This design comes from an exercise in tuning for small area on the open sky130 flow, not from production work.
Only simulation tests tie the RTL to the original design; equivalence was not proved.
The flow treats the clock pin as an ideal source. Dropping or thinning the clock tree relies on that and would not hold on a real chip.
Power is estimated from default activity; no workload was simulated.

rev 12:
Design second_counter_top, start of the top module:
module  second_counter_top (
        input    wire             clk                 ,
        input    wire             rst_n               ,
        input    wire             key_bs              ,
        input    wire             key_rec             ,
        input    wire             key_dis             ,
        output   wire    [2:0]    sel                 ,
        output   wire    [7:0]    seg
);
For scale: ~470 cells after synthesis, roughly 120 flip-flops, roughly 16 I/O pins, about 5500 um^2 of cells after synthesis.
clock: 10.0 ns
lec_check: 0
cap_margin: 20
core_margin: 2
core_utilization: 70
cts_buf_list: sky130_fd_sc_hd__clkbuf_4
cts_cluster_size: 20
place_density: 0.8
slew_margin: 20
run.sh (not shown) runs the stock make flow with config.mk's settings and CLKGATE_MAP_FILE= SYNTH_SCRIPT=/design/flow/synth_recipe.tcl, a recipe that flattens the netlist after the stock synthesis.
The flow did not stop early for rev 12: all stages ran, and the layout cleared the timing, DRC and antenna checks.
Modified inputs, rev 13 compared to rev 12
# rev 12
export LEC_CHECK = 0
export CAP_MARGIN = 20
export CORE_MARGIN = 2
export CORE_UTILIZATION = 70
export CTS_BUF_LIST = sky130_fd_sc_hd__clkbuf_4
export CTS_CLUSTER_SIZE = 20
export PLACE_DENSITY = 0.8
export SLEW_MARGIN = 20
create_clock -name core_clock -period 10.0 [get_ports {clk}]
# rev 13
export LEC_CHECK = 0
export CAP_MARGIN = 20
export CORE_MARGIN = 2
export CORE_UTILIZATION = 40
export SLEW_MARGIN = 20
create_clock -name core_clock -period 10.0 [get_ports {clk}]
--- outcome ---
STATUS via count: rev 13 wins against rev 12. When rev 13 is measured against rev 12, its final core area utilization turns out 32 points lower. Rev 13 vs rev 12 — proportion of power drawn by combinational gates dropped 0.9 points. | clock network contribution to total cell area | lower: rev 12 |. Looking at final area, rev 13 sits above rev 12.

========
Setup of v29:
Another version of the RTL of second_counter_top (not shown whole).
Size in the first run: about 370 cells after synthesis, roughly 16 I/O pins, ~0.0047 mm2 of cells after synthesis.
Design second_counter_top, start of the top module:
module  second_counter_top (
        input    wire             clk                 ,
        input    wire             rst_n               ,
        input    wire             key_bs              ,
        input    wire             key_rec             ,
        input    wire             key_dis             ,
        output   wire    [2:0]    sel                 ,
        output   wire    [7:0]    seg
);
clock: 10.0 ns
lec_check: 0
cap_margin: 20
core_margin: 2
core_utilization: 45
gpl_timing_driven: 0
slew_margin: 20
standard.sh (not shown) runs the stock make flow with config.mk's settings and CLKGATE_MAP_FILE= SYNTH_SCRIPT=/design/flow/synth_recipe.tcl, a recipe that flattens the netlist after the stock synthesis.
==> flow/flow/run.sh <==
#!/bin/bash
# Own layout flow: the standard ORFS flow with three changes.
#  1. Synthesis is the standard synthesis script, except that ABC maps the
#     logic with an area-oriented script (flow/abc_area.script). Everything
#     before ABC (and so every register, its name and its cell) is unchanged.
#     Yosys's full/half-adder extraction is skipped (ADDER_MAP_FILE empty), so
#     ABC sees and optimises all of the logic.
#  2. Port buffers are the smallest buffer (buf_1) instead of a delay buffer.
#  3. The clock tree is built by flow/cts.tcl (a root buffer and 12 leaf
#     buffers over position-based groups of registers) instead of TritonCTS.
# Each tool's output is in orfs/logs/...; make's own output in flow_make.log.
set -euo pipefail
W=$PWD
F=$W/flow

# synthesis script: synth_recipe.tcl sourcing a copy of ORFS's synth.tcl whose
# ABC call uses our script
sed "s|^source \$::env(SCRIPTS_DIR)/synth_preamble.tcl|source \$::env(SCRIPTS_DIR)/synth_preamble.tcl\nset abc_args [lreplace \$abc_args 1 1 $F/abc_area.script]|" \
    "$FLOW_HOME/scripts/synth.tcl" > "$W/synth_area.tcl"
grep -q "abc_area.script" "$W/synth_area.tcl"
sed "s|^source \$::env(SCRIPTS_DIR)/synth.tcl|source $W/synth_area.tcl|" synth_recipe.tcl > "$W/own_synth.tcl"
grep -q "synth_area.tcl" "$W/own_synth.tcl"
sed "s|SYNTH_SCRIPT=[^ ]*|SYNTH_SCRIPT=$W/own_synth.tcl|" standard.sh > "$W/own_standard.sh"
grep -q "own_synth.tcl" "$W/own_standard.sh"

bash "$W/own_standard.sh" \
    "ADDER_MAP_FILE=" \
    "BUFFER_PORTS_ARGS=-buffer_cell sky130_fd_sc_hd__buf_1" \
    "PRE_CTS_TCL=$F/cts.tcl" \
    finish > "$W/flow_make.log" 2>&1
test -s "$W/out/final.def"
==> flow/flow/abc_area.script <==
&get -n
&st
&syn3
&dch -f
&nf -R 1000 -p
&put
==> flow/flow/cts.tcl <==
proc my_cts_build { nleaf ncol bufname {rootname sky130_fd_sc_hd__clkbuf_8} } {
  set db [ord::get_db]
  set block [ord::get_db_block]
  set clk [$block findNet clk]
  $clk setSigType CLOCK
  set sinks {}
  foreach it [$clk getITerms] {
    set bb [[$it getInst] getBBox]
    lappend sinks [list $it [expr {([$bb xMin] + [$bb xMax]) / 2}] [expr {([$bb yMin] + [$bb yMax]) / 2}]]
  }
  # split into ncol columns by x, each into nrow groups by y
  set nrow [expr {($nleaf + $ncol - 1) / $ncol}]
  set groups {}
  set s [lsort -integer -index 1 $sinks]
  set n [llength $s]
  for {set c 0} {$c < $ncol} {incr c} {
    set col [lsort -integer -index 2 [lrange $s [expr {$c * $n / $ncol}] [expr {($c + 1) * $n / $ncol - 1}]]]
    set m [llength $col]
    for {set r 0} {$r < $nrow} {incr r} {
      lappend groups [lrange $col [expr {$r * $m / $nrow}] [expr {($r + 1) * $m / $nrow - 1}]]
    }
  }
  set master [$db findMaster $bufname]
  set drv $clk
  if {$nleaf > 4} {
    set sx 0; set sy 0
    foreach e $sinks { incr sx [lindex $e 1]; incr sy [lindex $e 2] }
    set n [llength $sinks]
    set root [odb::dbInst_create $block [$db findMaster $rootname] "clkbuf_root"]
    set drv [odb::dbNet_create $block "clknet_root"]
    $drv setSigType CLOCK
    [$root findITerm A] connect $clk
    [$root findITerm X] connect $drv
    $root setLocation [expr {$sx / $n}] [expr {$sy / $n}]
    $root setPlacementStatus PLACED
  }
  set k 0
  foreach g $groups {
    set sx 0; set sy 0
    foreach e $g { incr sx [lindex $e 1]; incr sy [lindex $e 2] }
    set n [llength $g]
    set inst [odb::dbInst_create $block $master "clkbuf_leaf_$k"]
    set net [odb::dbNet_create $block "clknet_leaf_$k"]
    $net setSigType CLOCK
    [$inst findITerm A] connect $drv
    [$inst findITerm X] connect $net
    foreach e $g { set it [lindex $e 0]; $it disconnect; $it connect $net }
    $inst setLocation [expr {$sx / $n}] [expr {$sy / $n}]
    $inst setPlacementStatus PLACED
    incr k
  }
  puts "my_cts: [llength $sinks] sinks, $k buffers $bufname"
}

# Replace TritonCTS: the clock port drives one root clock buffer, which
# drives 12 leaf clock buffers, each driving about 10 registers.
rename clock_tree_synthesis triton_clock_tree_synthesis
proc clock_tree_synthesis { args } {
  my_cts_build 12 6 sky130_fd_sc_hd__clkbuf_4 sky130_fd_sc_hd__clkbuf_4
  set_propagated_clock [all_clocks]
}
v29 finished all stages; the layout is clean.
Relative to v29, the following input files were edited for v39:
- clearing GPL_TIMING_DRIVEN, which used to be 0
--- a/flow/flow/abc_area.script
+++ b/flow/flow/abc_area.script
@@ -6,0 +7,3 @@
+topo
+buffer -c -N 16
+dnsize -c
Notes after the runs:
- On global-route wire length before repair, the lower figure sits with v39, not v29.
- Looking at total standard cell area after synthesis across both flows, v39 is the weaker of the two, with v29 ahead.
- v39: arrival time at the worst endpoint 0.25 ns below v29
- Comparing cell area for v39 and v29, the smaller number came from v39.
- Diff v39..v29 | non-clock inverter total of the final layout | unchanged
- Synthesized cell count sits higher in v39 than in v29.
Setup changes, v39 to v4
==> flow/flow/abc_area.script <==
&get -n
&st
&syn3
&dch -f
&nf -R 1000 -p
&put
--- a/flow/flow/cts.tcl
+++ b/flow/flow/cts.tcl
@@ -59 +59 @@
-  my_cts_build 12 6 sky130_fd_sc_hd__clkbuf_4 sky130_fd_sc_hd__clkbuf_4
+  my_cts_build 12 3 sky130_fd_sc_hd__clkbuf_4 sky130_fd_sc_hd__clkbuf_4
[summary]
- v4 finished every stage and its layout cleared the timing, DRC and antenna checks.
- sco_u1.cd[1] as the startpoint of the worst setup timing path was reported by v4, and sco_u1.cd[0] by v39.
- The met1 track demand over resource in global routing number comes out lower for v39 vs v4.
- v4 against v39: post-synthesis share of cell area spent on xor and xnor gates held steady, final antenna diode count grew by 1.
- v39 -> v4: via count flat
Input changes introduced in v27 (baseline for comparison: v4):
- SLEW_MARGIN: 20 -> 0
- CAP_MARGIN: 20 -> 0
- GPL_TIMING_DRIVEN: unset -> 0
## What came out
Lower number of search-and-repair iterations in the first detailed-routing pass among v27 and v4: v4. Looking at v27 and v4, the total power is a wash. Delta(routed wire length, v27 - v4) > 0. v4 → v27: reported combinational group power went up by about 9%, met3 usage in global routing went up by 0.18 points.
In every run of this note, the design's own scripts or RTL, not TritonCTS, make the clock network.

========
The RTL this note starts from:
==> flow/design.v <==
module debounce(input wire clk, input wire rst_n, input wire smp, input wire key_i, output reg fire);
reg [3:0] st; reg [3:0] nx;
always @(*) begin
  case ({st, key_i})
    5'd0: nx = 4'd9;
    5'd1: nx = 4'd0;
    5'd2: nx = 4'd7;
    5'd3: nx = 4'd0;
    5'd4: nx = 4'd9;
    5'd5: nx = 4'd0;
    5'd6: nx = 4'd5;
    5'd7: nx = 4'd0;
    5'd10: nx = 4'd5;
    5'd11: nx = 4'd0;
    5'd14: nx = 4'd3;
    5'd15: nx = 4'd2;
    5'd18: nx = 4'd10;
    5'd19: nx = 4'd0;
    5'd20: nx = 4'd11;
    5'd21: nx = 4'd0;
    5'd22: nx = 4'd13;
    5'd23: nx = 4'd0;
    5'd26: nx = 4'd14;
    5'd27: nx = 4'd0;
    5'd28: nx = 4'd1;
    5'd29: nx = 4'd0;
    default: nx = 4'bxxxx;
  endcase
  case (st)
    4'd0: fire = 1'b0;
    4'd1: fire = 1'b0;
    4'd2: fire = 1'b1;
    4'd3: fire = 1'b1;
    4'd5: fire = 1'b0;
    4'd7: fire = 1'b0;
    4'd9: fire = 1'b0;
    4'd10: fire = 1'b0;
    4'd11: fire = 1'b0;
    4'd13: fire = 1'b0;
    4'd14: fire = 1'b0;
    default: fire = 1'bx;
  endcase
end
always @(posedge clk or negedge rst_n) if (~rst_n) st <= 4'd0; else if (smp) st <= nx;
endmodule
module  sco (
        input    wire              clk                 ,
        input    wire              rst_n               ,
        input    wire              p1                  ,
        input    wire              p2                  ,
        input    wire              p3                  ,
        input    wire              fire_bs             ,
        input    wire              fire_rec            ,
        input    wire              fire_dis            ,
        input    wire    [2:0]     sel                 ,
        output   wire    [3:0]     dig
);
reg        en;         
reg [1:0]  cd;         
reg [1:0]  cr;         
reg [3:0]  d0, d1, d2, d4;
reg [2:0]  d3, d5;
wire d0_9 = d0[3] & d0[0];
wire d1_9 = d1[3] & d1[0];
wire d2_9 = d2[3] & d2[0];
wire d3_5 = d3[2] & d3[0];
wire d4_9 = d4[3] & d4[0];
wire d5_5 = d5[2] & d5[0];
wire c1 = p1 & d0_9;
wire c2 = c1 & d1_9;
wire c3 = c2 & d2_9;
wire c4 = c3 & d3_5;
wire c5 = c4 & d4_9;
function [3:0] inc10;
    input [3:0] d;
    input       e;
    inc10 = {d[3] ^ (e & d[0] & (d[3] | (d[2] & d[1]))),
             d[2] ^ (e & d[0] & d[1]),
             d[1] ^ (e & d[0] & ~d[3]),
             d[0] ^ e};
endfunction
function [2:0] inc6;
    input [2:0] d;
    input       e;
    inc6 = {d[2] ^ (e & d[0] & (d[2] | d[1])),
            d[1] ^ (e & d[0] & ~d[2]),
            d[0] ^ e};
endfunction
always @(posedge clk or negedge rst_n) begin
    if (~rst_n) begin
        d0 <= 4'd0; d1 <= 4'd0; d2 <= 4'd0; d3 <= 3'd0; d4 <= 4'd0; d5 <= 3'd0;
    end
    else begin
        d0 <= inc10(d0, p1 & (en | d0_9));
        d1 <= inc10(d1, c1);
        d2 <= inc10(d2, c2);
        d3 <= inc6(d3, c3);
        d4 <= inc10(d4, c4);
        d5 <= inc6(d5, c5);
    end
end
always @(posedge clk or negedge rst_n) begin
    if (~rst_n) begin
        en <= 1'b0;
        cd <= 2'd0;
    end
    else begin
        if (p2 & fire_bs) begin
            en <= ~en;
            cd <= 2'd0;
        end
        else if (p3 & fire_dis & ~fire_bs & ~en)
            cd <= {cd[1] ^ cd[0], ~cd[0]};
    end
end
wire [21:0] now = {d5, d4, d3, d2, d1, d0};
wire wr = p2 & fire_rec & en;
reg        full;       
always @(posedge clk or negedge rst_n) begin
    if (~rst_n) begin
        cr <= 2'd0;
        full <= 1'b0;
    end
    else if (wr) begin
        cr <= {cr[0], ~(cr[1] | cr[0])};
        if (cr[1]) full <= 1'b1;
    end
end
reg [21:0] lap0, lap1, lap2;
always @(posedge clk) begin
    if (wr & (cr == 2'd0)) lap0 <= now;
    if (wr & (cr == 2'd1)) lap1 <= now;
    if (wr & cr[1])        lap2 <= now;
end
wire blank = ~full & ((cd == 2'd3) | (cd == 2'd2 & ~cr[1]) | (cd == 2'd1 & cr == 2'd0));
reg [21:0] v;
always @(*) begin
    case (cd)
        2'd0: v = now;
        2'd1: v = lap0;
        2'd2: v = lap1;
        default: v = lap2;
    endcase
end
wire [3:0] hi = sel[0] ? v[3:0]   : v[7:4];
wire [3:0] mi = sel[0] ? v[11:8]  : {1'b0, v[14:12]};
wire [3:0] lo = sel[0] ? v[18:15] : {1'b0, v[21:19]};
wire [3:0] dv = sel[2] ? hi : sel[1] ? mi : lo;
assign dig = blank ? 4'd0 : dv;
endmodule
module  led_display (
        input    wire              clk              ,
        input    wire              rst_n            ,
        input    wire    [3:0]     dig              ,   
        output   wire              p0               ,
        output   wire              p1               ,
        output   wire              p2               ,
        output   wire              p3               ,
        output   wire    [2:0]     sel              ,
        output   wire    [7:0]     seg
);
reg [2:0] b;
reg [2:0] c;
reg [2:0] s;
wire f1 = b[2] & ~b[1];
always @(posedge clk or negedge rst_n) begin
    if (~rst_n) begin
        b <= 3'b000;
        c <= 3'b000;
        s <= 3'd5;
    end
    else begin
        b <= {b[1], b[0], ~(b[2] & b[1])};
        if (f1) c <= {c[1], c[0], ~(c[2] | c[1])};
        s <= {s[2] ^ (f1 & ~s[0] & ~s[1]),
              s[1] ^ (f1 & ~s[0] & (s[2] | s[1])),
              s[0] ^ f1};
    end
end
wire after = (c == 3'b000) & s[0];
assign p0 = f1 & c[2] & ~c[1] & ~s[0];
assign p1 = after & b[0] & ~b[1];
assign p2 = after & b[1] & ~b[2];
assign p3 = after & b[2] & b[0];
assign sel = s;
reg [6:0] seg_r;
always @(*) begin
    case (dig)
        4'd0: seg_r = 7'b100_0000;
        4'd1: seg_r = 7'b111_1001;
        4'd2: seg_r = 7'b010_0100;
        4'd3: seg_r = 7'b011_0000;
        4'd4: seg_r = 7'b001_1001;
        4'd5: seg_r = 7'b001_0010;
        4'd6: seg_r = 7'b000_0010;
        4'd7: seg_r = 7'b111_1000;
        4'd8: seg_r = 7'b000_0000;
        4'd9: seg_r = 7'b001_0000;
        default: seg_r = 7'bxxx_xxxx;
    endcase
end
assign seg = {~(s[0] & ~s[2]), seg_r};
endmodule
module  second_counter_top (
        input    wire             clk                 ,
        input    wire             rst_n               ,
        input    wire             key_bs              ,
        input    wire             key_rec             ,
        input    wire             key_dis             ,
        output   wire    [2:0]    sel                 ,
        output   wire    [7:0]    seg
);
wire p0, p1, p2, p3;
wire fire_bs, fire_rec, fire_dis;
wire [3:0] dig;
debounce debounce_u1 (.clk(clk), .rst_n(rst_n), .smp(p0), .key_i(key_bs),  .fire(fire_bs));
debounce debounce_u2 (.clk(clk), .rst_n(rst_n), .smp(p0), .key_i(key_rec), .fire(fire_rec));
debounce debounce_u3 (.clk(clk), .rst_n(rst_n), .smp(p0), .key_i(key_dis), .fire(fire_dis));
sco sco_u1 (
    .clk(clk), .rst_n(rst_n), .p1(p1), .p2(p2), .p3(p3),
    .fire_bs(fire_bs), .fire_rec(fire_rec), .fire_dis(fire_dis),
    .sel(sel), .dig(dig));
led_display led_display_u1 (
    .clk(clk), .rst_n(rst_n), .dig(dig),
    .p0(p0), .p1(p1), .p2(p2), .p3(p3), .sel(sel), .seg(seg));
endmodule
Settings: LEC_CHECK=0, CAP_MARGIN=20, CORE_MARGIN=2, CORE_UTILIZATION=70, CTS_BUF_LIST=sky130_fd_sc_hd__clkbuf_4, CTS_CLUSTER_SIZE=20, PLACE_DENSITY=0.8, SLEW_MARGIN=20; clock period 10.0 ns.
run.sh (not shown) runs the stock make flow with config.mk's settings and CLKGATE_MAP_FILE= SYNTH_SCRIPT=/design/flow/synth_recipe.tcl, a recipe that flattens the netlist after the stock synthesis.
Stock flow here: none of the scripts above is used.
Then changed:
==> flow/flow/run.sh (new file) <==
#!/bin/bash
# Own layout flow: the standard ORFS flow with three changes.
#  1. Synthesis is the standard synthesis script, except that ABC maps the
#     logic with an area-oriented script (flow/abc_area.script). Everything
#     before ABC (and so every register, its name and its cell) is unchanged.
#  2. Port buffers are the smallest buffer (buf_1) instead of a delay buffer.
#  3. CTS uses small clock buffers and no dummy loads.
# Each tool's output is in orfs/logs/...; make's own output in flow_make.log.
set -euo pipefail
W=$PWD
F=$W/flow

# synthesis script: synth_recipe.tcl sourcing a copy of ORFS's synth.tcl whose
# ABC call uses our script
sed "s|^source \$::env(SCRIPTS_DIR)/synth_preamble.tcl|source \$::env(SCRIPTS_DIR)/synth_preamble.tcl\nset abc_args [lreplace \$abc_args 1 1 $F/abc_area.script]|" \
    "$FLOW_HOME/scripts/synth.tcl" > "$W/synth_area.tcl"
grep -q "abc_area.script" "$W/synth_area.tcl"
sed "s|^source \$::env(SCRIPTS_DIR)/synth.tcl|source $W/synth_area.tcl|" synth_recipe.tcl > "$W/own_synth.tcl"
grep -q "synth_area.tcl" "$W/own_synth.tcl"
sed "s|SYNTH_SCRIPT=[^ ]*|SYNTH_SCRIPT=$W/own_synth.tcl|" standard.sh > "$W/own_standard.sh"
grep -q "own_synth.tcl" "$W/own_standard.sh"

CTS="-sink_clustering_enable -repair_clock_nets -dont_use_dummy_load"
CTS="$CTS -buf_list sky130_fd_sc_hd__clkbuf_4 -root_buf sky130_fd_sc_hd__clkbuf_8"
CTS="$CTS -sink_clustering_size 30 -sink_clustering_max_diameter 60"

bash "$W/own_standard.sh" \
    "BUFFER_PORTS_ARGS=-buffer_cell sky130_fd_sc_hd__buf_1" \
    "CTS_ARGS=$CTS" \
    finish > "$W/flow_make.log" 2>&1
test -s "$W/out/final.def"
==> flow/flow/abc_area.script (new file) <==
&get -n
&st
&syn3
&dch -f
&nf -R 1000 -p
&put
==> flow/standard.sh (new file) <==
#!/bin/bash
# synth_recipe.tcl (not shown) runs the flow's synth.tcl, then flattens the netlist and writes it again
# the make line also repeats each setting of config.mk as NAME=value (left out here)
make -C /OpenROAD-flow-scripts/flow DESIGN_CONFIG=/design/flow/config.mk WORK_HOME=/design/flow/orfs CLKGATE_MAP_FILE= SYNTH_SCRIPT=/design/flow/synth_recipe.tcl "${@:-finish}"
removed: flow/run.sh
The changed run finished clean.
Die area came out lower by 4.2%.
Non-clock buffer count is unchanged.
Count of clock-buffer cells in the layout is unchanged.
Area after synthesis went down by 4.4%.
Worst setup slack gains 0.65 ns.
Clock skew is higher by 0.024 ns.
Clock power drops by 38%.
Final area shrinks by 7.9%.

## separate check: timing with driven ports
In the flow no input, the clock included, has a driving cell. The finished layouts below were timed again as built, in two steps.
Step 1, drivers: a clkbuf_16 drives clk and a buf_2 each remaining input, both assumed.
Step 2 adds t to the input delays and takes it off the output delays; t is the mean of the earliest and latest rising clock arrival at the registers after step 1. Input paths then give back, and output paths get back, about the clock's delay inside the block.
Three values: no drivers, after step 1, after step 2; two values: the first two.
run | shift t [ns] | slack for setup (ns) | worst setup path after step 2 | worst slew at a driven data input, ns | cell pins on the clock port's net
rev 12 | 0.528 | 3.750 / 3.720 / 4.248 | register to output | 0.04 | 1
rev 13 | 0.449 | 3.901 / 3.862 / 4.310 | register to output | 0.03 | 1
v29 | 0.495 | 4.644 / 4.612 / 5.108 | register to output | 0.03 | 1
v39 | 0.499 | 4.894 / 4.864 / 5.363 | register to output | 0.03 | 1
v4 | 0.512 | 4.761 / 4.732 / 5.244 | register to output | 0.03 | 1
v27 | 0.516 | 4.604 / 4.574 / 5.090 | register to output | 0.03 | 1
the first run of note 3 | 0.547 | 3.566 / 3.533 / 4.080 | register to output | 0.03 | 1
the second run of note 3 | 0.410 | 4.219 / 4.187 / 4.598 | register to output | 0.03 | 1
After both steps setup and hold are still met in every run listed.
